This is an optimization exercise on Yosys and OpenROAD, whose aim is small area and a short achievable clock period, not a production implementation. Only the layout flow was run in this run; the RTL was not checked for function there. Power figures rest on the tool's default switching activity, not on a simulated workload.

--- run.sh ---
#!/bin/bash
# synth_recipe.tcl (not shown) runs the flow's synth.tcl, then flattens the netlist and writes it again
# the make line also repeats each setting of config.mk as NAME=value (left out here)
make -C /OpenROAD-flow-scripts/flow DESIGN_CONFIG=/design/flow/config.mk WORK_HOME=/design/flow/orfs CLKGATE_MAP_FILE= SYNTH_SCRIPT=/design/flow/synth_recipe.tcl finish
--- config.mk ---
export PLATFORM = sky130hd
export DESIGN_NAME = PipeLineCPU
export DESIGN_NICKNAME = PipeLineCPU
export VERILOG_FILES = /design/flow/design.v
export SDC_FILE = /design/flow/constraint.sdc
export NUM_CORES = 4
export LEC_CHECK = 0
export CAP_MARGIN = 20
export CORE_MARGIN = 2
export CORE_UTILIZATION = 40
export GPL_ROUTABILITY_DRIVEN = 1
export PLACE_DENSITY = 0.5
export SLEW_MARGIN = 20
--- constraint.sdc ---
create_clock -name core_clock -period 10.0 [get_ports {clk}]
set_input_delay 2.0000 -clock core_clock [delete_from_list [all_inputs] [get_ports {clk}]]
set_output_delay 2.0000 -clock core_clock [all_outputs]
set_load 0.01 [all_outputs]
--- design.v ---
module IF(
    input	wire 		clk,
	input	wire		rst,
	input 	wire		Branch,
	input 	wire[31:0] 	Addr,
	input	wire 	    stall,
	output	reg [31:0] 	PC_out 
);
    always @ (posedge clk or posedge rst) begin
	if (rst)
		PC_out <= 32'h3000;
	else if (stall) begin
			PC_out <= PC_out;  
        end
	else if(Branch) PC_out <= Addr;
	else begin
		PC_out <= PC_out + 4'h4;
	end
    end
endmodule
module IF_ID(
    input   wire        clk,
	input   wire        rst,
	input   wire        LoadStall, 
    input   wire        BranchStall, 
	input   wire[31:0]	ifPC,
	input   wire[31:0]  ifInst,
	output  reg[31:0]   idPC,
	output  reg[31:0]   idInst
    );
always @ (posedge clk or posedge rst) begin
if (rst)
    idPC <= 32'h3000;
else if(LoadStall)
    idPC <= idPC;
else if (BranchStall)
    idPC <= 32'h3000;
else
    idPC <= ifPC;
end
always @ (posedge clk or posedge rst) begin
    if (rst)
        idInst <= 32'b0;
    else if (LoadStall)
        idInst <= idInst;
    else if (BranchStall)
        idInst <= 32'b0;
    else
        idInst <= ifInst;
end
endmodule
module Control(
    input  [6:0] Instruction,
    output reg jal,
    output reg branch,
    output reg [1:0] RegSrc,
    output reg [1:0] ALUop,
    output reg MemWrite,
    output reg ALUSrc,
    output reg RegWrite,
    output reg imm,
    output reg Load,
    output float 
);
always@ (*)
    begin
    case(Instruction)
    7'b1101111: 
    begin
        jal = 1;
        branch = 0;
        RegSrc = 2'h2; 
        ALUop = 2'b00;
        MemWrite = 0;
        ALUSrc = 1'h0;
        RegWrite = 1;
        Load = 0;
        imm = 1;
    end
    7'b1100011: 
    begin
        jal = 0;
        branch = 1;
        RegSrc = 2'h0; 
        ALUop = 2'b01;
        MemWrite = 0;
        ALUSrc = 1'h0;
        RegWrite = 0;
        Load = 0;
        imm = 0;
    end
    7'b0000011: 
    begin
        jal = 0;
        branch = 0;
        RegSrc = 2'h1; 
        ALUop = 2'b00;
        MemWrite = 0;
        ALUSrc = 1'h1;
        RegWrite = 1;
        Load = 1;
        imm = 1;
    end
    7'b0100011,7'b0100111: 
    begin
        jal = 0;
        branch = 0;
        RegSrc = 2'h0;
        ALUop = 2'b00;
        MemWrite = 1;
        ALUSrc = 1'h1;
        RegWrite = 0;    
        Load = 0;
        imm = 1;
    end
    7'b0010011: 
    begin
        jal = 0;
        branch = 0;
        RegSrc = 2'h0;
        ALUop = 2'b00;
        MemWrite = 0;
        ALUSrc = 1'h1; 
        RegWrite = 1;
        Load = 0;
        imm = 1;     
    end
    7'b0110011: 
    begin
        jal = 0;
        branch = 0;
        RegSrc = 2'h0;
        ALUop = 2'b10;
        MemWrite = 0;
        ALUSrc = 1'h0; 
        RegWrite = 1; 
        Load = 0;         
        imm = 0;
    end
    default:begin
            jal = 0;
            branch = 0;
            RegSrc = 2'h0;
            ALUop = 2'b00;
            MemWrite = 0;
            ALUSrc = 1'h0;
            RegWrite = 0;
            Load = 0;
            imm = 0;
            end
    endcase
    end
assign float = (Instruction == 7'b0100111 || Instruction == 7'b1010011);
endmodule
module HDU #(parameter SCALE=5)(
    input             exLoad, 
    input [SCALE-1:0] exRegDes,
    input [SCALE-1:0] RegSrc1, 
    input [SCALE-1:0] RegSrc2,
    input             Branch,
    input             idfloat,
    input             exfloat, 
    output LoadStall,
    output BranchStall 
); 
assign BranchStall = Branch;
assign LoadStall = ((exLoad | (idfloat & exfloat)) & 
((exRegDes == RegSrc1)||(exRegDes == RegSrc2)) & (exRegDes != 0));
endmodule
module BrhUnit(
    input wire branch, 
    input wire [4:0] Rs1,
    input wire [4:0] Rs2,
    input wire [4:0] id_ex_Rd,
    input wire [4:0] ex_mem_Rd,
    input wire [6:0] ex_mem_InsType,
    input wire [31:0] MEMResult,
    output wire LoadStall,
    output reg fw1,
    output reg fw2, 
    output reg [31:0] FWdata1,
    output reg [31:0] FWdata2
);
reg LS1,LS2;
assign LoadStall = LS1 | LS2;
always@(*)
begin
    if(branch)begin
        if((id_ex_Rd!=0)&(id_ex_Rd == Rs1))begin
            LS1 = 1; 
            fw1 = 0;
            FWdata1 = 32'b0; 
        end
        else if((ex_mem_Rd!=0)&(ex_mem_Rd == Rs1))begin
            if(ex_mem_InsType == 7'b0110011||ex_mem_InsType == 7'b0010011)begin
                LS1 = 0;
                fw1 = 1;
                FWdata1 = MEMResult;
            end
            else if(ex_mem_InsType == 7'b0000011)begin
                LS1 = 1;
                fw1 = 0; 
                FWdata1 = 32'b0;
            end
            else begin
                LS1 = 0;
                fw1 = 0;
                FWdata1 = 32'b0;
            end
        end
        else begin
            LS1 = 0;
            fw1 = 0;
            FWdata1 = 32'b0;
        end
    end
    else begin
        LS1 = 0;
        fw1 = 0;
        FWdata1 = 32'b0;
    end
end
always@(*)
begin
    if(branch)begin
        if((id_ex_Rd!=0)&(id_ex_Rd == Rs2))begin
            LS2 = 1; 
            fw2 = 0;
            FWdata2 = 32'b0; 
        end
        else if((ex_mem_Rd!=0)&(ex_mem_Rd == Rs2))begin
            if(ex_mem_InsType == 7'b0110011||ex_mem_InsType == 7'b0010011)begin
                LS2 = 0;
                fw2 = 1;
                FWdata2 = MEMResult;
            end
            else if(ex_mem_InsType == 7'b0000011)begin
                LS2 = 1;
                fw2 = 0; 
                FWdata2 = 32'b0;
            end
            else begin
                LS2 = 0;
                fw2 = 0;
                FWdata2 = 32'b0;
            end
        end
        else begin
            LS2 = 0;
            fw2 = 0;
            FWdata2 = 32'b0;
        end
    end
    else begin
        LS2 = 0;
        fw2 = 0;
        FWdata2 = 32'b0;
    end
end
endmodule
module Regfile #(parameter SCALE=3,WIDTH=32)
(
    input clk,
    input [SCALE-1:0] ra0,
    output reg [WIDTH-1:0] rd0,
    input [SCALE-1:0] ra1,
    output reg [WIDTH-1:0] rd1,
    input [SCALE-1:0] ra2,
    output reg  [WIDTH-1:0] rd2,
    input [SCALE-1:0] wa,
    input we,
    input [WIDTH-1:0] wd
);
    reg [WIDTH-1:0] regfile [0:2**SCALE - 1];
    always@(*)
    begin
        if(!ra0) rd0 = 0;
        else
        begin
            if(ra0==wa)
            rd0 = wd;
            else 
            rd0 = regfile[ra0];
        end
    end
    always@(*)
    begin
        if(!ra1) rd1 = 0;
        else
        begin
            if(ra1==wa)
            rd1 = wd;
            else 
            rd1 = regfile[ra1];
        end
    end
    always@(*)
    begin
        if(!ra2) rd2 = 0;
        else
        begin
            if(ra2==wa)
            rd2 = wd;
            else 
            rd2 = regfile[ra2];
        end
    end
always @(posedge clk)
    begin
        if(we)
        begin
            regfile[wa] <= wd;
        end
    end
endmodule
module IGU(
    input [31:0] Instruction,
    output reg [31:0] out
);
always@(*)
    begin
     case(Instruction[6:0])
          7'b1101111:begin 
                out = {{12{Instruction[31]}}, Instruction[19:12], Instruction[20], Instruction[30:21], 1'b0};
                end
          7'b1100011:begin 
                out = {{19{Instruction[31]}},
                Instruction[31],Instruction[7],Instruction[30:25],Instruction[11:8],1'b0};
                end
          7'b0010011:begin 
                out = {{20{Instruction[31]}},
                Instruction[31:20]};          
                end
            7'b0000011:begin 
                out = {{20{Instruction[31]}},
                Instruction[31:20]}; 
                end
          7'b0100011,7'b0100111:begin 
                out = {{20{Instruction[31]}},
                Instruction[31:25],Instruction[11:7]};    
                end
          default:begin
                out = 32'b0;
                end                                                                           
     endcase
    end
endmodule
module ID(
    input   wire        clk,
    input   wire        rst,
    input   wire[31:0]  pc_i,
    input   wire[31:0]  inst_i,  
    input   wire[4:0]   exRegDes, 
    input   wire[4:0]   memRegDes,
    input   wire[6:0]   memInsType,
    input   wire[31:0]  MEMResult,
    input   wire        wbRegWrite, 
    input   wire[4:0]   wbRegDes, 
    input   wire[32-1:0] wbRegData, 
    input wire exLoad,
    input exfloat,
    output  wire[1:0]   ALUop, 
    output  wire[2:0]   funct3,
    output  wire        funct7, 
    output  wire[31:0]  IMM,
    output  wire[31:0]  Operand1,
    output  wire[31:0]  Operand2, 
    output  wire[6:0]   InsType, 
    output  wire        Branch,        
    output  wire[31:0]  BranchAddr,    
    output  wire[31:0]  LinkAddr,  
    output  wire        MEMWrite, 
    output  wire        RegWrite, 
    output  wire[4:0]   RegDes, 
    output  wire[4:0]   RegSrc1,
    output  wire[4:0]   RegSrc2, 
    output  wire        LoadStall, 
    output  wire        BranchStall, 
    output  wire        imm,
    output  wire[1:0]   WBSrc, 
    output wire Load,
    output wire float_o,
    input [4:0]   m_rf_addr,
    output dbg_fw1,
    output dbg_fw2,
    output equal,
    output jal,
    output brh,
    output brhStall,
    output [32-1:0]    rf_data 
);
parameter SCALE = 5;
wire HazardStall;
wire [31:0] cmp1;
wire [31:0] cmp2;
wire [31:0] brhFW1;
wire [31:0] brhFW2;
wire fw1,fw2; 
wire [31:0] op1;
wire [31:0] op2; 
wire idfloat;
assign cmp1 = (fw1==1'b1)?brhFW1:op1;
assign cmp2 = (fw2==1'b1)?brhFW2:op2; 
assign dbg_fw1 = fw1;
assign dbg_fw2 = fw2;
assign equal = (cmp1 == cmp2);
assign Branch = jal | (brh & equal);
assign LoadStall = HazardStall | brhStall;
assign Operand1 = op1;
assign Operand2 = op2;
assign funct7 = inst_i[30];
assign funct3 = inst_i[14:12];
assign RegDes = inst_i[11:7];
assign InsType = inst_i[6:0];
Control CU(
    .Instruction(inst_i[6:0]),
    .jal(jal),
    .branch(brh),
    .ALUop(ALUop),
    .RegWrite(RegWrite),
    .Load(Load),
    .MemWrite(MEMWrite),
    .float(idfloat),
    .imm(imm),
    .RegSrc(WBSrc)
);
assign RegSrc1 = inst_i[19:15];
assign RegSrc2 = inst_i[24:20];
assign float_o = idfloat;
HDU #(.SCALE(SCALE)) Hazard(
    .exLoad(exLoad),
    .exRegDes(exRegDes),
    .RegSrc1(inst_i[19:15]),
    .RegSrc2(inst_i[24:20]),
    .idfloat(idfloat),
    .exfloat(exfloat),
    .Branch(Branch),
    .LoadStall(HazardStall),
    .BranchStall(BranchStall)
);
BrhUnit BRU(
    .branch(brh),
    .Rs1(RegSrc1),
    .Rs2(RegSrc2),
    .id_ex_Rd(exRegDes),
    .ex_mem_Rd(memRegDes),
    .ex_mem_InsType(memInsType),
    .MEMResult(MEMResult),
    .LoadStall(brhStall),
    .FWdata1(brhFW1),
    .FWdata2(brhFW2),
    .fw1(fw1),
    .fw2(fw2)
);
Regfile #(.SCALE(SCALE),.WIDTH(32)) Register(
    .clk(clk),
    .wa(wbRegDes),
    .we(wbRegWrite),
    .wd(wbRegData),
    .ra0(inst_i[19:15]),
    .rd0(op1),
    .ra1(inst_i[24:20]),
    .rd1(op2),
    .ra2(m_rf_addr),
    .rd2(rf_data)
);
IGU ImmUnit(
    .Instruction(inst_i),
    .out(IMM)
);
assign BranchAddr = pc_i + IMM;
assign LinkAddr = BranchAddr; 
endmodule
module ID_EX(
    input clk,
    input rst,
    input   wire        LoadStall, 
    input   wire[1:0]   idWBSrc,
    input   wire[1:0]   idALUop, 
    input   wire[2:0]   idfunct3,
    input   wire        idfunct7, 
    input   wire[31:0]  idIMM,
    input   wire        imm,
    input   wire[31:0]  idOperand1,
    input   wire[31:0]  idOperand2, 
    input   wire[6:0]   idInsType,
    input wire idLoad,
    input idfloat,
    output reg exfloat,
    input  wire [4:0]   idRegSrc1,
    input  wire [4:0]   idRegSrc2,
    input   wire        idMEMWrite,
    input   wire        idRegWrite,
    input   wire[4:0]   idRegDes,
    input   wire[31:0]  idLinkAddr,
    output  reg  [1:0]   exWBSrc,
    output  reg [4:0]   exRegSrc1,
    output  reg [4:0]   exRegSrc2,
    output  reg         exMEMWrite,
    output  reg [1:0]   exALUop,
    output  reg [2:0]   exfunct3,
    output  reg         exfunct7,
	output  reg [31:0]  exOperand1,
	output  reg [31:0]  exOperand2,
    output  reg [31:0]  exMEMWdata,
    output  reg [4:0]   exRegDes,
	output  reg         exRegWrite,
    output reg exLoad,
    output reg eximm,
    output  reg [31:0]  exLinkAddr,
    output  reg [6:0]   exInsType
);
always@(posedge clk)
begin
    if(rst|LoadStall)begin
        exMEMWrite <= 1'b0;
        exALUop <= 2'b0;
        exfunct3 <= 3'b0;
        exfunct7 <= 1'b0;
        exOperand1 <= 32'b0;
        exOperand2 <= 32'b0;
        exRegDes <= 5'b0;
        exRegWrite <= 1'b0; 
        exLinkAddr <= 32'b0;
        exRegSrc1 <= 5'b0;
        exRegSrc2 <= 5'b0;
        exInsType <= 7'b0;
        exWBSrc <= 0;
        exMEMWdata <= 0;
        eximm <= 0;
        exLoad <= 0;
        exfloat <= 0;
    end
    else begin
        exMEMWrite  <=  idMEMWrite;
        exALUop     <=  idALUop;
        exfunct3    <=  idfunct3;
        exfunct7    <=  idfunct7;
        exOperand1  <=  idOperand1;
        exOperand2  <=  (imm == 0)? idOperand2:idIMM;
        exRegDes    <=  idRegDes;
        exRegWrite  <=  idRegWrite; 
        exLinkAddr  <=  idLinkAddr;
        exRegSrc1   <=  idRegSrc1;
        exRegSrc2   <=  idRegSrc2;
        exInsType <= idInsType;
        exWBSrc <= idWBSrc;
        exLoad <= idLoad;
        eximm <= imm;
        exfloat <= idfloat;
        exMEMWdata <= idOperand2;
    end
end
endmodule
module ALUcontrol(
    input [1:0] ALUop,
    input funct7,
    input [2:0] funct3,
    output reg [2:0] Operation
);
always@(*)
begin
    case(ALUop)
    2'b00:
    begin
        Operation = 0; 
    end
    2'b01:
    begin
        Operation = 1; 
    end
    2'b10:
    begin
        if(funct7==1) Operation = 1;
        else Operation = 0;
    end
    default:
    begin
        Operation = 0;
    end
    endcase
end
endmodule
module ALU #(parameter WIDTH=32)
(
    input [WIDTH-1:0] a, b,	 
    input [2:0] f,			 
    output [WIDTH-1:0] y, 	 
    output z 
);
reg [WIDTH-1:0] tempY;
always@(*)
begin
    case(f)
    3'b000:tempY=a+b;
    3'b001:tempY=a-b;
    3'b010:tempY=a&b;
    3'b011:tempY=a|b;
    3'b100:tempY=a^b;
    default:tempY=0;
    endcase
end
assign z=~|tempY;
assign y=tempY;
endmodule
module EX(
	input	wire[1:0]   ALUop_i,
    input   wire[31:0]  Operand1_i,
    input   wire[31:0]  Operand2_i,
    input   wire        funct7,
    input   wire[2:0]   funct3,
    input   wire[6:0]   InsType_i,
    input save_float,
    input [31:0] float,
    input imm_i,
    output imm_o,
    input   wire        MEMWrite_i,
    input   wire[4:0]   RegDes_i,
	input 	wire		RegWrite_i,
	input	wire[31:0]  LinkAddr_i,
    input   wire[1:0]   ALUMUX1,
    input   wire[1:0]   ALUMUX2,
    input   wire[1:0]   memFW, 
    input   wire[31:0]  MEMFWdata,
    input   wire[31:0]  WBFWdata, 
    input wire [1:0] WBSrc_i,
    input wire [31:0]   MEMWdata_i,
    output wire [31:0] dbg_fwop1,
    output wire [31:0] dbg_fwop2, 
    output wire [1:0]   WBSrc_o,
    output  wire[6:0]   InsType_o,
    output  wire        MEMWrite_o,
	output	wire 		RegWrite_o,
	output	wire [4:0]	RegDes_o,
    output  wire[31:0]  LinkAddr_o,
    output  wire[31:0]  Result, 
    output  [31:0] MEMWdata_o
);
wire [2:0] ALUoperation;
wire zero;
reg [31:0] tempMEMWdata_o;
reg [31:0] ALUoperand1;
reg [31:0] ALUoperand2;
assign LinkAddr_o = LinkAddr_i;
assign RegWrite_o = RegWrite_i;
assign RegDes_o = RegDes_i;
assign MEMWrite_o = MEMWrite_i;
assign InsType_o = InsType_i;
assign WBSrc_o = WBSrc_i;
assign imm_o = imm_i;
always@(*)
begin
    if(ALUMUX1==2'b01) ALUoperand1 = WBFWdata;
    else if(ALUMUX1 == 2'b10) ALUoperand1 = MEMFWdata;
    else ALUoperand1 = Operand1_i;
end
always@(*)
begin
    if(ALUMUX2==2'b01) ALUoperand2 = WBFWdata;
    else if(ALUMUX2 == 2'b10) ALUoperand2 = MEMFWdata;
    else ALUoperand2 = Operand2_i;
end
always@(*)
begin
    if(memFW==2'b01) tempMEMWdata_o <= WBFWdata;
    else if(memFW == 2'b10) tempMEMWdata_o <= MEMFWdata;
    else tempMEMWdata_o <= MEMWdata_i;
end
assign MEMWdata_o = (save_float==0)?tempMEMWdata_o:float;
ALUcontrol ACU(
    .ALUop(ALUop_i),
    .funct7(funct7),
    .funct3(funct3),
    .Operation(ALUoperation)
);
ALU #(.WIDTH(32)) ALU(
    .a(ALUoperand1),
    .b(ALUoperand2),
    .f(ALUoperation),
    .y(Result),
    .z(zero)
);
assign dbg_fwop1 = ALUoperand1;
assign dbg_fwop2 = ALUoperand2;
endmodule
module Forward(
    input wire [4:0] Rs1,
    input wire [4:0] Rs2,
    input wire [4:0] MEMRd,
    input wire [4:0] WBRd,
    input wire       imm,
    input wire       memWrite, 
    input wire       MEMRegWrite,
    input wire       WBRegWrite, 
    output reg [1:0] memFW,
    output reg [1:0] ALUMUX1,
    output reg [1:0] ALUMUX2
);
always@(*)
begin
    if(MEMRegWrite & (MEMRd!=0) & (Rs1==MEMRd))
    begin
        ALUMUX1 = 2'b10;
    end
    else if(WBRegWrite & (WBRd!=0) & (Rs1 == WBRd))begin
        ALUMUX1 = 2'b01;
    end
    else 
    begin
        ALUMUX1 = 2'b00;
    end
end
always@(*)
begin
    if(MEMRegWrite & (MEMRd!=0) & (Rs2==MEMRd) & ~imm)
    begin
        ALUMUX2 = 2'b10;
    end
    else if(WBRegWrite & (WBRd!=0) & (Rs2 == WBRd) & ~imm)begin
        ALUMUX2 = 2'b01;
    end
    else 
    begin
        ALUMUX2 = 2'b00;
    end
end
always@(*)
begin
    if(MEMRegWrite & (MEMRd!=0) & (Rs2==MEMRd) & memWrite)
    begin
        memFW = 2'b10;
    end
    else if(WBRegWrite & (WBRd!=0) & (Rs2 == WBRd) & memWrite)begin
        memFW = 2'b01;
    end
    else 
    begin
        memFW = 2'b00;
    end
end
endmodule
module EX_MEM(
    input   clk,
    input   rst,
    input   wire[1:0]  exWBSrc,
    input   wire[6:0]   exInsType,
    input   wire        exMEMWrite,
	input   wire 		exRegWrite,
	input	wire[4:0]	exRegDes,
    input   wire[31:0]  exLinkAddr,
    input   wire[31:0]  exResult, 
    input   wire[31:0]  exMEMWdata,
    output  reg[6:0]   memInsType,
    output  reg        memMEMWrite,
	output	reg 		memRegWrite,
	output	reg [4:0]	memRegDes,
    output  reg[31:0]  memLinkAddr,
    output  reg[31:0]  memResult,
    output  reg[1:0]      memWBSrc,
    output  reg[31:0]   memMEMWdata
);
always@(posedge clk)begin
    if(rst)begin
    memInsType <= 0;
    memMEMWrite <= 0;
    memRegWrite <= 0;
    memRegDes <= 0;
    memLinkAddr <= 0;
    memResult <= 0;
    memWBSrc <= 0;
    memMEMWdata <= 0;
    end
    else begin
    memInsType <= exInsType;
    memMEMWrite <= exMEMWrite;
    memRegWrite <= exRegWrite;
    memRegDes <= exRegDes;
    memLinkAddr <= exLinkAddr;
    memResult <= exResult;
    memWBSrc <= exWBSrc;
    memMEMWdata <= exMEMWdata;
    end
end
endmodule
module MEM(
    input clk,
    input   wire[6:0]    InsType,
    input   wire         MEMWrite,
	input	wire 		 RegWrite_i,
	input   wire[4:0]	 RegDes_i,
    input   wire[31:0]   LinkAddr_i,
    input   wire[31:0]   Result_i, 
    input   wire[1:0]    WBSrc_i,
    input   wire[31:0]   MEMWdata,
    output wire RegWrite_o,
    output wire [4:0] RegDes_o,
    output wire [31:0] LinkAddr_o,
    output wire [31:0] Result_o, 
    output wire [31:0] MEMdata, 
    output wire [1:0]  WBSrc_o,
    output [7:0] dmem_addr,
    output [31:0] dmem_wdata,
    output dmem_we,
    input [31:0] dmem_rdata
);
assign RegWrite_o = RegWrite_i;
assign RegDes_o = RegDes_i;
assign LinkAddr_o = LinkAddr_i;
assign Result_o = Result_i;
assign WBSrc_o = WBSrc_i;
assign dmem_addr = Result_i[9:2];
assign dmem_wdata = MEMWdata;
assign dmem_we = MEMWrite & (~Result_i[10]);
assign MEMdata = dmem_rdata;
endmodule
module MEM_WB(
    input clk,
    input rst,
    input wire memRegWrite,
    input wire [4:0] memRegDes,
    input wire [31:0] LinkAddr,
    input wire [31:0] memResult, 
    input wire [31:0] MEMdata, 
    input wire [1:0]  WBSrc,
    input wire [31:0] io_din, 
    output reg wbRegWrite,
    output reg [4:0] wbRegDes,
    output reg [31:0] wbResult 
);
reg [31:0] tmpResult;
always@(*)
begin
    if(rst) tmpResult <= 0;
    else if(memResult[10])
    begin
        tmpResult <= io_din;
    end
    else
    begin
        tmpResult <= MEMdata;
    end
end
always@(posedge clk)
begin
    if(WBSrc == 2'h0) wbResult <= memResult;
    else if(WBSrc == 2'h1) wbResult <= tmpResult;
    else if(WBSrc == 2'h2) wbResult <= LinkAddr;
    else wbResult <= 32'b0;
end
always@(posedge clk)
begin
    if(rst)begin
        wbRegWrite <= 0;
        wbRegDes <= 0;
    end
    else begin
    wbRegWrite <= memRegWrite;
    wbRegDes <= memRegDes;
    end
end
endmodule
module SWAP(
    input [31:0] inst_i, 
    input [31:0] Float1,
    input [31:0] Float2, 
    output save, 
    output regWrite, 
    output [4:0] FALUop, 
    output [4:0] fRs1,
    output [4:0] fRs2, 
    output [4:0] fRd, 
    output [7:0] expDiff, 
    output [31:0] save_Float, 
    output sign, 
    output swap, 
    output hidemax,
    output hidemin, 
    output [31:0] FloatMAX,
    output [31:0] FloatMIN
);
wire MUX;
assign MUX = (Float1[30:23] >= Float2[30:23]); 
assign FloatMAX = (MUX==1)?Float1:Float2;
assign FloatMIN = (MUX==1)?Float2:Float1;
assign save_Float = Float2;
assign hidemax = |FloatMAX[30:23];
assign hidemin = |FloatMIN[30:23];
assign expDiff = FloatMAX[30:23] - FloatMIN[30:23];
assign fRs1 = inst_i[19:15];
assign fRs2 = inst_i[24:20];
assign fRd = ~(~inst_i[11:7]);
assign FALUop = inst_i[31:27];
assign save = (inst_i[6:0] == 7'b0100111);
assign regWrite = (inst_i[6:0] == 7'b1010011);
assign sign = Float1[31] ^ Float2[31];
assign swap = (Float1[30:23]<Float2[30:23]);
endmodule 
module Fregfile #(parameter SCALE=5,WIDTH=32)
(
    input clk,rst,
    input [SCALE-1:0] ra0,
    output reg [WIDTH-1:0] rd0,
    input [SCALE-1:0] ra1,
    output reg [WIDTH-1:0] rd1,
    input [SCALE-1:0] ra2,
    output reg  [WIDTH-1:0] rd2,
    input [SCALE-1:0] wa,
    input we,
    input [WIDTH-1:0] wd
);
    reg [WIDTH-1:0] regfile [0:2**SCALE - 1];
    always@(*)
    begin
        if(ra0==wa)
            rd0 = wd;
        else 
            rd0 = regfile[ra0];
    end
    always@(*)
    begin
        if(ra1==wa)
            rd1 = wd;
        else 
            rd1 = regfile[ra1];
    end
    always@(*)
    begin
        if(ra2==wa)
            rd2 = wd;
        else 
            rd2 = regfile[ra2];
    end
always @(posedge clk or posedge rst)
    begin
        if(rst)begin
            regfile[0] <= 32'h3F000000; 
            regfile[1] <= 32'h3E999999; 
            regfile[2] <= 32'h3E8F5C28; 
            regfile[3] <= 32'h3F68F5C2; 
        end
        else if(we)
        begin
            regfile[wa] <= wd;
        end
    end
endmodule
module PRE_EX(
    input clk,
    input rst,
    input PREsave,
    input PREfregWrite,
    input [4:0]     PREFALUop,
    input [4:0]     PREfRs1,
    input [4:0]     PREfRs2, 
    input [4:0]     PREfRd, 
    input [7:0]     PREexpDiff, 
    input           PREsign, 
    input           PREswap,
    input           PREhidemax,
    input           PREhidemin, 
    input [31:0]    PREFloatMAX,
    input [31:0]    PREFloatMIN,
    input [31:0]    PREsave_Float, 
    output reg          EXsave,
    output reg [31:0]   EXsave_Float,
    output reg          EXfregWrite,
    output reg [4:0]    EXFALUop,
    output reg [4:0]    EXfRs1,
    output reg [4:0]    EXfRs2,
    output reg [4:0]    EXfRd,
    output reg [7:0]    EXexpDiff,
    output reg          EXsign,
    output reg          EXhidemax,
    output reg          EXhidemin,
    output reg [31:0]   EXFloatMAX,
    output reg [31:0]   EXFloatMIN
);
reg [1:0] tempswap;
always@(posedge clk or posedge rst)begin
    if(rst)
    begin
        EXsave <= 1'b0;
        EXFALUop <= 5'b0;
        EXfRs1 <= 5'b0;
        EXfRs2 <= 5'b0;
        EXfRd <= 5'b0;
        EXexpDiff <= 8'b0;
        EXsign <= 1'b0;
        EXhidemax <= 1'b0;
        EXhidemin <= 1'b0;
        EXFloatMAX <= 32'b0;
        EXFloatMIN <= 32'b0;
        EXfregWrite <= 1'b0;
        EXsave_Float <= 32'b0;
    end
    else
    begin
        EXsave <= PREsave;
        EXsave_Float <= PREsave_Float;
        EXfregWrite <= PREfregWrite;
        EXFALUop <= PREFALUop;
        EXfRs1 <= PREfRs1;
        EXfRs2 <= PREfRs2;
        EXfRd <= PREfRd;
        EXexpDiff <= PREexpDiff;
        EXsign <= PREsign;
        EXhidemax <= PREhidemax;
        EXhidemin <= PREhidemin;
        EXFloatMAX <= PREFloatMAX;
        EXFloatMIN <= PREFloatMIN;
    end
end
endmodule
module Shift(
    input [31:0] FloatMAX,
    input [31:0] FloatMIN,
    input hidemax,
    input hidemin,
    input [7:0] expDiff,
    input [4:0] FALUop,
    output [23:0] FracMAX,
    output [23:0] FracMIN
);
wire [23:0] tempFrac;
assign tempFrac = {hidemin,FloatMIN[22:0]};
assign FracMAX = {hidemax,FloatMAX[22:0]};
assign FracMIN = (FALUop==5'b00010)?tempFrac:(tempFrac >> expDiff);
endmodule
module FALU(
    input [23:0] FracMAX,
    input [23:0] FracMIN, 
    input [4:0] FALUop,
    input signMAX,
    input signMIN, 
    input swap, 
    input [7:0] expMAX,
    input [7:0] expMIN,
    output [25:0] dbg_cplMAX,
    output [25:0] dbg_cplMIN,
    output [25:0] dbg_temp,
    output [7:0] expSUM,
    output reg [47:0] fracResult
);
reg [25:0] temp; 
reg [47:0] tempMUL;
wire [25:0] cplMAX,cplMIN; 
assign cplMAX = (signMAX==0)?{2'b0,FracMAX}:({1'b1,~{1'b0,FracMAX}+24'b1});
assign cplMIN = (signMIN==0)?{2'b0,FracMIN}:({1'b1,~{1'b0,FracMIN}+24'b1});
assign dbg_temp = temp;
assign dbg_cplMAX = cplMAX;
assign dbg_cplMIN = cplMIN;
always@(*)
begin
    case(FALUop)
    5'b00000:begin temp = cplMAX + cplMIN; tempMUL = 48'b0; end
    5'b00001:begin temp = (swap == 1'b0)?(cplMAX + (~cplMIN + 26'b1)):(cplMIN + (~cplMAX+26'b1)); tempMUL = 48'b0; end
    5'b00010:begin tempMUL = FracMAX * FracMIN; temp = 26'b0; end
    default:begin
        temp = 26'b0;
        tempMUL = 48'b0;
    end
    endcase
end
always@(*)
begin
    case(FALUop)
    5'b00000,5'b00001:begin
        fracResult = (temp[25]==0)?{22'b0,temp}:{1'b1,22'b0,~temp[24:0]+1'b1};
    end
    5'b00010:begin fracResult = tempMUL;end
    default:begin
        fracResult = 48'b0;
    end
    endcase
end
wire [7:0] realexpMIN;
assign realexpMIN = expMIN - 8'd127; 
assign expSUM = realexpMIN + expMAX; 
endmodule
module EX_NORMAL(
    input clk,
    input rst,
    input [47:0]    exfracALU,
    input           exswap,
    input           exsign,
    input [4:0]     exFALUop,
    input [7:0]     exexpSUM,
    input [7:0]     exexpMAX,
    input exfregWrite,
    input [4:0]     exfRd, 
    input           exsignMAX,
    output reg           norsignMAX,
    output reg           norfregWrite,
    output reg [4:0]     norfRd,
    output reg [47:0]    norfracALU,
    output reg           norswap,
    output reg           norsign,
    output reg [4:0]     norFALUop,
    output reg [7:0]     norexpSUM,
    output reg [7:0]     norexpMAX
);
always@(posedge clk or posedge rst)
begin
    if(rst)
    begin
        norsignMAX <= 1'b0;
        norfracALU <= 48'b0;
        norswap <= 1'b0;
        norsign <= 1'b0;
        norFALUop <= 5'b0;
        norexpSUM <= 8'b0;
        norexpMAX <= 8'b0;
        norfRd <= 5'b0;
        norfregWrite <= 1'b0;
    end
    else 
    begin
        norsignMAX <= exsignMAX;
        norfRd <= exfRd;
        norfregWrite <= exfregWrite;
        norfracALU  <= exfracALU;
        norswap     <= exswap;
        norsign     <= exsign;
        norFALUop   <= exFALUop;
        norexpSUM   <= exexpSUM;
        norexpMAX   <= exexpMAX;
    end
end
endmodule
module Normal(
    input [47:0] fracALU,
    input swap,
    input sign,
    input signMAX,
    input [4:0] FALUop,
    input [7:0] expMAX, 
    input [7:0] expSUM, 
    output [31:0] float 
);
reg signResult;
wire [7:0] expResult; 
wire [22:0] fracResult;
reg [7:0] expRevise;
reg [7:0] shift; 
wire [47:0] tempfrac;
always@(*)
begin
    if(FALUop == 5'b00010) signResult = sign; 
    else if(FALUop == 5'b00000 || FALUop== 5'b00001) begin
         signResult = fracALU[47]; 
    end
    else begin
        signResult = 0;
    end
end
always@(*)begin
    shift = 0; expRevise = 0;
    if(FALUop==5'b00010) begin
        if(fracALU[47] == 1'b1) begin shift = 0; expRevise = 8'b11111111;end 
        else if(fracALU[46] == 1'b1) begin shift = 8'b1;expRevise = 0;end
    end
    else if(FALUop == 5'b00000|| FALUop == 5'b00001) begin
        if( fracALU[24:23] == 2'b10 || fracALU[24:23] == 2'b11) begin shift = 8'b11111111;expRevise = 8'b11111111; end 
        else if( fracALU[24:23] == 2'b00 & fracALU[22] ) begin shift =  5'd1;expRevise = 8'd1; end
        else if( fracALU[24:23] == 2'b00 & fracALU[21] ) begin shift =  5'd2;expRevise = 8'd2; end
        else if( fracALU[24:23] == 2'b00 & fracALU[20] ) begin shift =  5'd3;expRevise = 8'd3; end
        else if( fracALU[24:23] == 2'b00 & fracALU[19] ) begin shift =  5'd4;expRevise = 8'd4; end
        else if( fracALU[24:23] == 2'b00 & fracALU[18] ) begin shift =  5'd5;expRevise = 8'd5; end
        else if( fracALU[24:23] == 2'b00 & fracALU[17] ) begin shift =  5'd6;expRevise = 8'd6; end
        else if( fracALU[24:23] == 2'b00 & fracALU[16] ) begin shift =  5'd7;expRevise = 8'd7; end
        else if( fracALU[24:23] == 2'b00 & fracALU[15] ) begin shift =  5'd8;expRevise = 8'd8; end
        else if( fracALU[24:23] == 2'b00 & fracALU[14] ) begin shift =  5'd9;expRevise = 8'd9; end 
        else if( fracALU[24:23] == 2'b00 & fracALU[13] ) begin shift =  5'd10;expRevise = 8'd10; end
        else if( fracALU[24:23] == 2'b00 & fracALU[12] ) begin shift =  5'd11;expRevise = 8'd11; end
        else if( fracALU[24:23] == 2'b00 & fracALU[11] ) begin shift =  5'd12;expRevise = 8'd12; end
        else if( fracALU[24:23] == 2'b00 & fracALU[10] ) begin shift =  5'd13;expRevise = 8'd13; end
        else if( fracALU[24:23] == 2'b00 & fracALU[9] ) begin shift =  5'd14;expRevise = 8'd14; end
        else if( fracALU[24:23] == 2'b00 & fracALU[8] ) begin shift =  5'd15;expRevise = 8'd15; end
        else if( fracALU[24:23] == 2'b00 & fracALU[7] ) begin shift =  5'd16;expRevise = 8'd16; end
        else if( fracALU[24:23] == 2'b00 & fracALU[6] ) begin shift =  5'd17;expRevise = 8'd17; end
        else if( fracALU[24:23] == 2'b00 & fracALU[5] ) begin shift =  5'd18;expRevise = 8'd18; end
        else if( fracALU[24:23] == 2'b00 & fracALU[4] ) begin shift =  5'd19;expRevise = 8'd19; end
        else if( fracALU[24:23] == 2'b00 & fracALU[3] ) begin shift =  5'd20;expRevise = 8'd20; end
        else if( fracALU[24:23] == 2'b00 & fracALU[2] ) begin shift =  5'd21;expRevise = 8'd21; end
        else if( fracALU[24:23] == 2'b00 & fracALU[1] ) begin shift =  5'd22;expRevise = 8'd22; end
        else if( fracALU[24:23] == 2'b00 & fracALU[0] ) begin shift =  5'd23;expRevise = 8'd23; end
        else begin
            shift = 0;expRevise = 0;
        end
    end
end
assign tempfrac = (shift==8'b11111111)?(fracALU >> 1):(fracALU << shift);
assign expResult = (FALUop == 5'b00010)?(expSUM - expRevise):(expMAX - expRevise);
assign fracResult = (FALUop == 5'b00010)?tempfrac[46:24]:tempfrac[22:0]; 
assign float = {signResult,expResult,fracResult}; 
endmodule
module FPU(
    input clk,
    input rst,
    input [31:0] inst_i,
    output [25:0] dbg_cplMAX,
    output [25:0] dbg_cplMIN,
    output [25:0] dbg_temp,
    output [4:0] dbg_FALUop,
    output [23:0]dbg_FracMAX,
    output [23:0]dbg_FracMIN,
    output dbg_hidemax,
    output dbg_hidemin,
    output dbg_PREswap,
    output [4:0] dbg_EXfRs1,
    output [4:0] dbg_PRERd,
    output [4:0] dbg_Rd,
    output dbg_swap,
    output dbg_save,
    output [47:0] dbg_fracResult,
    output [4:0] dbg_Rs1,
    output [4:0] dbg_Rs2,
    output [31:0] dbg_float,
    output fmemWrite, 
    output [31:0] memfloat
);
wire save;
wire regWrite;
wire [4:0] FALUop;
wire [4:0] fRs1;
wire [4:0] fRs2;
wire [4:0] fRd;
wire [7:0] expDiff;
wire sign;
wire swap;
wire hidemax;
wire hidemin;
wire [31:0] FloatMAX;
wire [31:0] FloatMIN;
wire [31:0] Float1;
wire [31:0] Float2;
wire [4:0] norfRd;
wire norfregWrite; 
wire [31:0] float;
wire [31:0] save_Float;
SWAP SWAP_u (
.inst_i(inst_i),
.Float1(Float1),
.Float2(Float2),
.save(save),
.regWrite(regWrite),
.FALUop(FALUop),
.fRs1(fRs1),
.fRs2(fRs2),
.fRd(fRd),
.expDiff(expDiff),
.save_Float(save_Float),
.sign(sign),
.swap(swap),
.hidemax(hidemax),
.hidemin(hidemin),
.FloatMAX(FloatMAX),
.FloatMIN(FloatMIN)
);
assign dbg_save = norfRd;
assign dbg_Rs1 = inst_i[19:15];
assign dbg_Rs2 = inst_i[24:20];
Fregfile #(.SCALE(5),.WIDTH(32))registers(
    .clk(clk),
    .rst(rst),
    .ra0(inst_i[19:15]),
    .rd0(Float1),
    .ra1(inst_i[24:20]),
    .rd1(Float2),
    .wa(norfRd),
    .we(norfregWrite),
    .wd(float)
);
wire [31:0] EXsave_Float;
wire EXfregWrite;
wire [4:0] EXFALUop;
wire [4:0] EXfRs1;
wire [4:0] EXfRs2;
reg [4:0] EXfRd;
wire [7:0] EXexpDiff;
wire [7:0] EXexpMAX;
wire EXsign;
reg EXswap;
wire EXhidemax;
wire EXhidemin;
wire [31:0] EXFloatMAX;
wire [31:0] EXFloatMIN;
PRE_EX PRE_EX_u (
.clk(clk),
.rst(rst),
.PREsave(save),
.PREfregWrite(regWrite),
.PREFALUop(FALUop),
.PREfRs1(fRs1),
.PREfRs2(fRs2),
.PREfRd(fRd),
.PREexpDiff(expDiff),
.PREsign(sign),
.PREswap(swap),
.PREhidemax(hidemax),
.PREhidemin(hidemin),
.PREFloatMAX(FloatMAX),
.PREFloatMIN(FloatMIN),
.PREsave_Float(save_Float),
.EXsave(fmemWrite),
.EXsave_Float(EXsave_Float),
.EXfregWrite(EXfregWrite),
.EXFALUop(EXFALUop),
.EXfRs1(EXfRs1),
.EXfRs2(EXfRs2),
.EXexpDiff(EXexpDiff),
.EXsign(EXsign),
.EXhidemax(EXhidemax),
.EXhidemin(EXhidemin),
.EXFloatMAX(EXFloatMAX),
.EXFloatMIN(EXFloatMIN)
);
always@(posedge clk)
begin
    EXswap <= swap;
    EXfRd <= fRd;
end
assign memfloat = EXsave_Float;
wire [23:0] FracMAX;
wire [23:0] FracMIN;
Shift Shift_u (
.FloatMAX(EXFloatMAX),
.FloatMIN(EXFloatMIN),
.FALUop(EXFALUop),
.hidemax(EXhidemax),
.hidemin(EXhidemin),
.expDiff(EXexpDiff),
.FracMAX(FracMAX),
.FracMIN(FracMIN)
);
wire [7:0] expSUM;
wire [47:0] fracResult;
FALU FALU_u (
.FracMAX(FracMAX),
.FracMIN(FracMIN),
.FALUop(EXFALUop),
.swap(EXswap),
.dbg_cplMAX(dbg_cplMAX),
.dbg_cplMIN(dbg_cplMIN),
.dbg_temp(dbg_temp),
.signMAX(EXFloatMAX[31]),
.signMIN(EXFloatMIN[31]),
.expMAX(EXFloatMAX[30:23]),
.expMIN(EXFloatMIN[30:23]),
.expSUM(expSUM),
.fracResult(fracResult)
);
wire [47:0] norfracALU;
wire norswap;
wire norsign;
wire [4:0] norFALUop;
wire [7:0] norexpSUM;
wire [7:0] norexpMAX;
wire norsignMAX;
EX_NORMAL EX_NORMAL_u (
.clk(clk),
.rst(rst),
.exfracALU(fracResult),
.exswap(EXswap),
.exsign(EXsign),
.exFALUop(EXFALUop),
.exexpSUM(expSUM),
.exexpMAX(EXFloatMAX[30:23]),
.exfregWrite(EXfregWrite),
.exfRd(EXfRd),
.exsignMAX(EXFloatMAX[31]),
.norsignMAX(norsignMAX),
.norfregWrite(norfregWrite),
.norfRd(norfRd),
.norfracALU(norfracALU),
.norswap(norswap),
.norsign(norsign),
.norFALUop(norFALUop),
.norexpSUM(norexpSUM),
.norexpMAX(norexpMAX)
);
Normal Normal_u (
.fracALU(norfracALU),
.swap(norswap),
.sign(norsign),
.signMAX(norsignMAX),
.FALUop(norFALUop),
.expMAX(norexpMAX),
.expSUM(norexpSUM),
.float(float)
);
assign dbg_float = float;
assign dbg_swap = EXswap;
assign dbg_Rd = EXfRd;
assign dbg_PRERd = fRd;
assign dbg_EXfRs1 = EXfRs1;
assign dbg_PREswap = swap;
assign dbg_fracResult = fracResult;
assign dbg_hidemax = FracMAX[23];
assign dbg_hidemin = FracMIN[23];
assign dbg_FracMAX = FracMAX;
assign dbg_FracMIN = FracMIN;
assign dbg_FALUop = EXFALUop;
endmodule
module PipeLineCPU(
    input clk,
    input rst,
    output wire [31:0] pc,
    input  wire [31:0] inst,
    output wire [7:0]  dmem_addr,
    output wire [31:0] dmem_wdata,
    output wire        dmem_we,
    input  wire [31:0] dmem_rdata,
    output wire [7:0]  io_addr,
    output wire [31:0] io_dout,
    output wire        io_we,
    input  wire [31:0] io_din
);
wire Branch;
wire [31:0] BranchAddr;
wire LoadStall;
wire BranchStall;
wire [31:0] idpc;
wire [31:0] idinst;
wire[4:0]   exRegDes; 
wire[4:0]   memRegDes;
wire[6:0]   memInsType;
wire        wbRegWrite; 
wire[4:0]   wbRegDes; 
wire[1:0]   ALUop; 
wire[2:0]   funct3;
wire        funct7; 
wire[31:0]  IMM;
wire[31:0]  Operand1;
wire[31:0]  Operand2; 
wire[6:0]   InsType; 
wire[31:0]  LinkAddr;  
wire        MEMWrite; 
wire        RegWrite; 
wire[4:0]   RegDes; 
wire[4:0]   RegSrc1;
wire[4:0]   RegSrc2; 
wire        imm;
wire[1:0]   WBSrc; 
wire [4:0] RegDes_o;
wire [31:0] memResult;
wire [31:0] wbResult;
wire [31:0] Result;
wire memRegWrite_o;
wire [4:0] memRegDes_o;
wire [31:0] memLinkAddr_o;
wire [31:0] memResult_o;
wire [31:0] memMEMdata;
wire [1:0] memWBSrc_o;
wire [1:0]   exWBSrc;
wire [4:0]   exRegSrc1;
wire [4:0]   exRegSrc2;
wire         exMEMWrite;
wire [1:0]   exALUop;
wire [2:0]   exfunct3;
wire         exfunct7;
wire [31:0]  exOperand1;
wire [31:0]  exOperand2;
wire [31:0]  exMEMWdata;
wire         exRegWrite;
wire [31:0]  exLinkAddr;
wire [6:0]   exInsType;
wire memRegWrite;
wire [1:0] ALUMUX1;
wire [1:0] ALUMUX2;
wire [1:0] memFW;
wire [1:0] WBSrc_o;
wire [6:0] InsType_o;
wire MEMWrite_o;
wire [31:0] LinkAddr_o;
wire [31:0] MEMWdata_o;
wire        RegWrite_o;
wire memMEMWrite;
wire [31:0] memLinkAddr;
wire [1:0] memWBSrc;
wire [31:0] memMEMWdata;
wire save_float;
wire [31:0] float;
assign io_dout = memMEMWdata;
assign io_addr = memResult[7:0];
assign io_we = memResult[10] & memMEMWrite;
IF IF(
    .clk(clk),
    .rst(rst),
    .Addr(BranchAddr),
    .Branch(Branch),
    .stall(LoadStall),
    .PC_out(pc)
);
IF_ID FD(
    .clk(clk),
    .rst(rst),
    .LoadStall(LoadStall),
    .BranchStall(BranchStall),
    .ifPC(pc),
    .ifInst(inst),
    .idPC(idpc),
    .idInst(idinst)
);
FPU FPU(
    .clk(clk),
    .rst(rst),
    .inst_i(idinst),
    .fmemWrite(save_float),
    .memfloat(float)
);
wire idLoad;
wire exLoad;
wire idfloat;
wire exfloat;
ID ID(
    .clk(clk),
    .rst(rst),
    .pc_i(idpc),
    .inst_i(idinst),
    .exLoad(exLoad),
    .exRegDes(exRegDes),
    .memRegDes(memRegDes),
    .memInsType(memInsType),
    .MEMResult(memResult),
    .wbRegDes(wbRegDes),
    .wbRegData(wbResult),
    .wbRegWrite(wbRegWrite),
    .ALUop(ALUop),
    .funct3(funct3),
    .funct7(funct7),
    .IMM(IMM),
    .Operand1(Operand1),
    .Operand2(Operand2),
    .InsType(InsType),
    .LinkAddr(LinkAddr),
    .MEMWrite(MEMWrite),
    .RegWrite(RegWrite),
    .RegDes(RegDes),
    .RegSrc1(RegSrc1),
    .RegSrc2(RegSrc2),
    .exfloat(exfloat),
    .float_o(idfloat),
    .Branch(Branch),
    .BranchAddr(BranchAddr),
    .LoadStall(LoadStall),
    .Load(idLoad),
    .BranchStall(BranchStall),
    .imm(imm),
    .WBSrc(WBSrc),
    .m_rf_addr(5'b0),
    .dbg_fw1(),
    .dbg_fw2(),
    .jal(),
    .brh(),
    .brhStall(),
    .equal(),
    .rf_data()
);
wire eximm;
wire imm_o;
ID_EX IE(
    .clk(clk),
    .rst(rst),
    .LoadStall(LoadStall),
    .idWBSrc(WBSrc),
    .idALUop(ALUop),
    .idfunct3(funct3),
    .idfunct7(funct7),
    .idIMM(IMM),
    .imm(imm),
    .idOperand1(Operand1),
    .idOperand2(Operand2),
    .idInsType(InsType),
    .idRegSrc1(RegSrc1),
    .idRegSrc2(RegSrc2),
    .idMEMWrite(MEMWrite),
    .idRegWrite(RegWrite),
    .idRegDes(RegDes),
    .idLinkAddr(LinkAddr),
    .idLoad(idLoad),
    .idfloat(idfloat),
    .exLoad(exLoad),
    .eximm(eximm),
    .exfloat(exfloat),
    .exWBSrc(exWBSrc),
    .exRegSrc1(exRegSrc1),
    .exRegSrc2(exRegSrc2),
    .exMEMWrite(exMEMWrite),
    .exALUop(exALUop),
    .exfunct3(exfunct3),
    .exfunct7(exfunct7),
    .exOperand1(exOperand1),
    .exOperand2(exOperand2),
    .exMEMWdata(exMEMWdata),
    .exRegDes(exRegDes),
    .exRegWrite(exRegWrite),
    .exLinkAddr(exLinkAddr),
    .exInsType(exInsType)
);
EX EX_u (
.ALUop_i(exALUop),
.Operand1_i(exOperand1),
.Operand2_i(exOperand2),
.funct7(exfunct7),
.funct3(exfunct3),
.InsType_i(exInsType),
.MEMWrite_i(exMEMWrite),
.RegDes_i(exRegDes),
.RegWrite_i(exRegWrite),
.RegDes_o(RegDes_o),
.LinkAddr_i(exLinkAddr),
.imm_i(eximm),
.imm_o(imm_o),
.ALUMUX1(ALUMUX1),
.ALUMUX2(ALUMUX2),
.memFW(memFW),
.MEMFWdata(memResult),
.WBFWdata(wbResult),
.save_float(save_float),
.float(float),
.WBSrc_i(exWBSrc),
.MEMWdata_i(exMEMWdata),
.WBSrc_o(WBSrc_o),
.InsType_o(InsType_o),
.MEMWrite_o(MEMWrite_o),
.RegWrite_o(RegWrite_o),
.LinkAddr_o(LinkAddr_o),
.Result(Result),
.dbg_fwop1(),
.dbg_fwop2(),
.MEMWdata_o(MEMWdata_o)
);
Forward Forward_u (
.Rs1(exRegSrc1),
.Rs2(exRegSrc2),
.MEMRd(memRegDes),
.imm(imm_o),
.WBRd(wbRegDes),
.memWrite(MEMWrite_o),
.MEMRegWrite(memRegWrite),
.WBRegWrite(wbRegWrite),
.ALUMUX1(ALUMUX1),
.ALUMUX2(ALUMUX2),
.memFW(memFW)
);
EX_MEM EX_MEM_u (
.clk(clk),
.rst(rst),
.exWBSrc(WBSrc_o),
.exInsType(InsType_o),
.exMEMWrite(MEMWrite_o),
.exRegWrite(RegWrite_o),
.exRegDes(RegDes_o),
.exLinkAddr(LinkAddr_o),
.exResult(Result),
.exMEMWdata(MEMWdata_o),
.memInsType(memInsType),
.memMEMWrite(memMEMWrite),
.memLinkAddr(memLinkAddr),
.memResult(memResult),
.memWBSrc(memWBSrc),
.memRegDes(memRegDes),
.memRegWrite(memRegWrite),
.memMEMWdata(memMEMWdata)
);
MEM MEM_u (
.clk(clk),
.InsType(memInsType),
.MEMWrite(memMEMWrite),
.RegDes_i(memRegDes),
.LinkAddr_i(memLinkAddr),
.RegWrite_i(memRegWrite),
.Result_i(memResult),
.WBSrc_i(memWBSrc),
.MEMWdata(memMEMWdata),
.RegWrite_o(memRegWrite_o),
.RegDes_o(memRegDes_o),
.LinkAddr_o(memLinkAddr_o),
.Result_o(memResult_o),
.MEMdata(memMEMdata),
.WBSrc_o(memWBSrc_o),
.dmem_addr(dmem_addr),
.dmem_wdata(dmem_wdata),
.dmem_we(dmem_we),
.dmem_rdata(dmem_rdata)
);
MEM_WB MEM_WB_u (
.clk(clk),
.rst(rst),
.memRegWrite(memRegWrite_o),
.memRegDes(memRegDes_o),
.LinkAddr(memLinkAddr_o),
.memResult(memResult_o),
.MEMdata(memMEMdata),
.WBSrc(memWBSrc_o),
.io_din(io_din),
.wbRegWrite(wbRegWrite),
.wbRegDes(wbRegDes),
.wbResult(wbResult)
);
endmodule
==> summary.txt <==
==> stage by stage <==
stage | util | power [W] | worst slack (ps)
2_1_floorplan | - | 0.0233 | 369
3_3_place_gp | 0.424 | 0.0294 | 376
3_5_place_dp | 0.424 | 0.0295 | 438
4_1_cts | 0.452 | 0.0413 | 428
5_1_grt | 0.453 | 0.0433 | 17.5
6_report | 0.453 | 0.0415 | 449
==> critical path, delay by kind of cell (launching register included) <==
kind	cells	cell delay (ps)
adder cells (fa/ha/maj)	8	3910
AND/OR/NAND/NOR	5	1370
buffers and inverters	4	370
flip-flops	1	390
XOR/XNOR	1	170
AO/OA/AOI/OAI	13	3150
==> path summary, 6_finish.rpt <==
path                                                       endpoint  slack [ps]  cells past startpoint                           startpoint
max                        FPU.EX_NORMAL_u.norfracALU[47]$_DFF_PP0_         450                     31  FPU.PRE_EX_u.EXexpDiff[7]$_DFF_PP0_
max in group asynchronous  FPU.registers.regfile[1][10]$_DFFE_PP0P_        6520                      4                                  rst
min                             FPU.EX_NORMAL_u.norfRd[3]$_DFF_PP0_         330                      0                 FPU.EXfRd[3]$_DFF_P_
min in group asynchronous   FPU.PRE_EX_u.EXsave_Float[21]$_DFF_PP0_        1310                      2                                  rst
max reg2reg                FPU.EX_NORMAL_u.norfracALU[47]$_DFF_PP0_         450                     31  FPU.PRE_EX_u.EXexpDiff[7]$_DFF_PP0_
min reg2reg                     FPU.EX_NORMAL_u.norfRd[3]$_DFF_PP0_         330                      0                 FPU.EXfRd[3]$_DFF_P_
==> sequential cells by signal, indices dropped and copies added (netlist names), 8 cells and up <==
name / flops
FPU.registers.regfile: 1024
ID.Register.regfile: 1024
FPU.EX_NORMAL_u.norfracALU: 48
EX_MEM_u.memLinkAddr: 32
EX_MEM_u.memMEMWdata: 32
EX_MEM_u.memResult: 32
FD.idInst: 32
FD.idPC: 32
FPU.PRE_EX_u.EXFloatMAX: 32
FPU.PRE_EX_u.EXFloatMIN: 32
FPU.PRE_EX_u.EXsave_Float: 32
IE.exLinkAddr: 32
IE.exMEMWdata: 32
IE.exOperand1: 32
IE.exOperand2: 32
IF.PC_out: 32
MEM_WB_u.wbResult: 32
FPU.EX_NORMAL_u.norexpMAX: 8
FPU.EX_NORMAL_u.norexpSUM: 8
FPU.PRE_EX_u.EXexpDiff: 8
==> cells in the final DEF (no fill, tap or decap), types with 320 or more instances in the layout <==
cell and n:
mux2i_1 320, ha_1 347, inv_1 719, mux4_2 558, buf_4 443, nand2_1 1365, fa_1 489, edfxtp_1 1920
a21oi_1 442, nor2_1 529, o21ai_0 467, a22oi_1 960, dfrtp_1 337
==> cell type report <==
cell class | instances | area (µm²) | area share
diodes | 23 | 57.6 | 0.000339
clock buffers | 413 | 8500 | 0.0501
clock inverters | 163 | 1940 | 0.0114
inverters | 730 | 2750 | 0.0162
multi-input cells | 8258 | 70000 | 0.412
flip-flops and latches | 2649 | 74400 | 0.438
well taps | 4994 | 6250 | 0.0368
repair buffers | 673 | 5830 | 0.0343
==> repair_timing <==
item / in CTS / in global routing
buffers inserted: 0 / 0
gates resized for setup: 0 / 6
hold buffers: 0 / 0
endpoints found under the setup margin: 0 / 4
==> routing by layer <==
layer,share of wire,routed length (µm)
met3,0.11,73000
met5,0.00030,204
met1,0.38,259000
met2,0.44,296000
met4,0.073,49600
==> report_power, final <==
part | internal, W | leakage, nW | switching (W)
Combinational | 0.00508 | 32.2 | 0.0107
Sequential | 0.0131 | 25.3 | 0.000770
Clock | 0.00689 | 5.11 | 0.00497
Total | 0.0251 | 62.7 | 0.0164
==> cells by family after synthesis <==
group	count (synthesis)
xor gates and xnor gates	299
muxes	1019
and+or+nand+nor	3292
AOI/OAI and AO/OA	2812
DFF	2649
adders and majority gates	836
buffers and inverters	1663
==> flow_summary.toml <==
[placed_design]
dp_cells = 17300
place_hpwl_um = 428000
io_buffers = 211
gp_congestion = 0.958
postPlaceCellArea_mm2 = 0.159

[global_route]
top_usage_layer = "met2"
grt_pass1_wl_um = 933000
met2_usage = 0.530
grt_pass1_vias = 116041
groute.layer.met1.usage = 0.457
grt_overflow = 0
antenna_found_initial = 39
grt_max_degree = 143
grt_usage = 0.348
met3_usage = 0.0778

[synth]
syn_inst = 12570
synthXorXnorAreaFrac = 0.0174
yosysMostFrequentCell = "edfxtp_1"
ys_ff_latch = 2649
synth_nets = 13504
synth_common_cells = "1920 x edfxtp_1, 1372 x nand2_1, 960 x a22oi_1, 722 x inv_1, 632 x nor2_1"
synth.area.mux_share = 0.115
yosysTopAreaCellShare = 0.383
synth_top_family_by_area = "compound AO/OA/AOI/OAI gates"
synth_warnings = 20
synth_area_leader_cell = "edfxtp_1"
synth-simple-area-share = 0.103
synth-compound-area-share = 0.128
yosys.area_share.adder = 0.0939
ys_types = 111
synth_edf_count = 1920
synth-seq-area-share = 0.494
synth.area.top_cells = "edfxtp_1 38%, mux4_2 8.4%, fa_1 6.5%"
ys_async_sr_fraction = 0.156
avgSynthCellArea_um2 = 12.0
syn_area_mm2 = 0.150
synthFlopType = "edfxtp_1"

[floorplanning]
die_h_um = 617
dieArea_mm2 = 0.381
rows = 225
core_region_area_mm2 = 0.375
die_w_um = 617
ioPinCount = 212
initial_utilization = 0.401

[drt]
via_per_inst = 6.56
drc = 0
via_count = 117521
final_antenna_net_count = 0
dr.first_iter.drc_count = 18117
routedWlPerCell_um = 37.9
firstDrtPassIters = 9
routed_wl_um = 678000

[setup_path]
arrival_ps = 10350
cp-end-kind = "flip-flop"
crit_fanout = 26
slowest_delay_ps = 580
critPathRequiredTime_ps = 10800
crit_type = "reg2reg"
cp-start-kind = "flip-flop"
cp_slowest_cell = "fa_1"
crit_top_cell = "fa_1"

[cts]
cts.clk_slew.worst_paths_ps = 60
clock_path_buffers = 4
cts_made_buffers = 310
htree_num_levels = 5
clk_latency_ps = 990
clock-root-buffer = "clkbuf_16"
cts_tree = "built"
clock_sinks = 2649

[sta]
setup_viol = 0
whs_ps = 328
tns_ps = 0
slew_viol_final = 0
max_freq_ghz = 0.105
relSlewSlack = 0.139
worst_pin_slew_ps = 1280
period_share = 0.955
hold_violations = 0
rsz0062_at_grt = "no"
fin_skew_ps = 82.0
period_needed_ps = 9550

[cells_and_area]
final_layout_size_suffix_gt1_frac = 0.154
final_area_mm2 = 0.170
fill_cells = 34026
nNetsFinal = 13556
stdcell_count = 17903
syn_to_final_growth_pct = 12.8

[pwr]
ir_worst_vdd_mv = 0.190
power.density_mw_per_mm2 = 244
p_leak_nw = 62.7

[hold_path]
min_path_type = "reg2reg"

[flow_run]
drv_cap = 0

[status]
status = "no timing/DRC/antenna violations"

## separate check: timing with driven ports
In the flow no input, the clock included, has a driving cell. The finished layout below was timed again as built, in two steps.
Step 1 assumes that a clkbuf_16 drives the clock port and a buf_2 every other input.
Step 2, shift: input delay + t, output delay - t, t = (earliest + latest rising clock arrival at the registers) / 2. This alone moves slack from input paths to output paths.
Three values: no drivers, after step 1, after step 2; two values: the first two.
t (ns): 1.067
setup slack, ns: 0.449 / 0.449 / 0.449
worst setup path at the end: register to register
worst slew at a driven data input, ns: 0.05
After both steps this run still meets setup and hold. For this run, drivers alone change the setup slack by 0.000 ns; drivers and shift together by 0.000 ns.
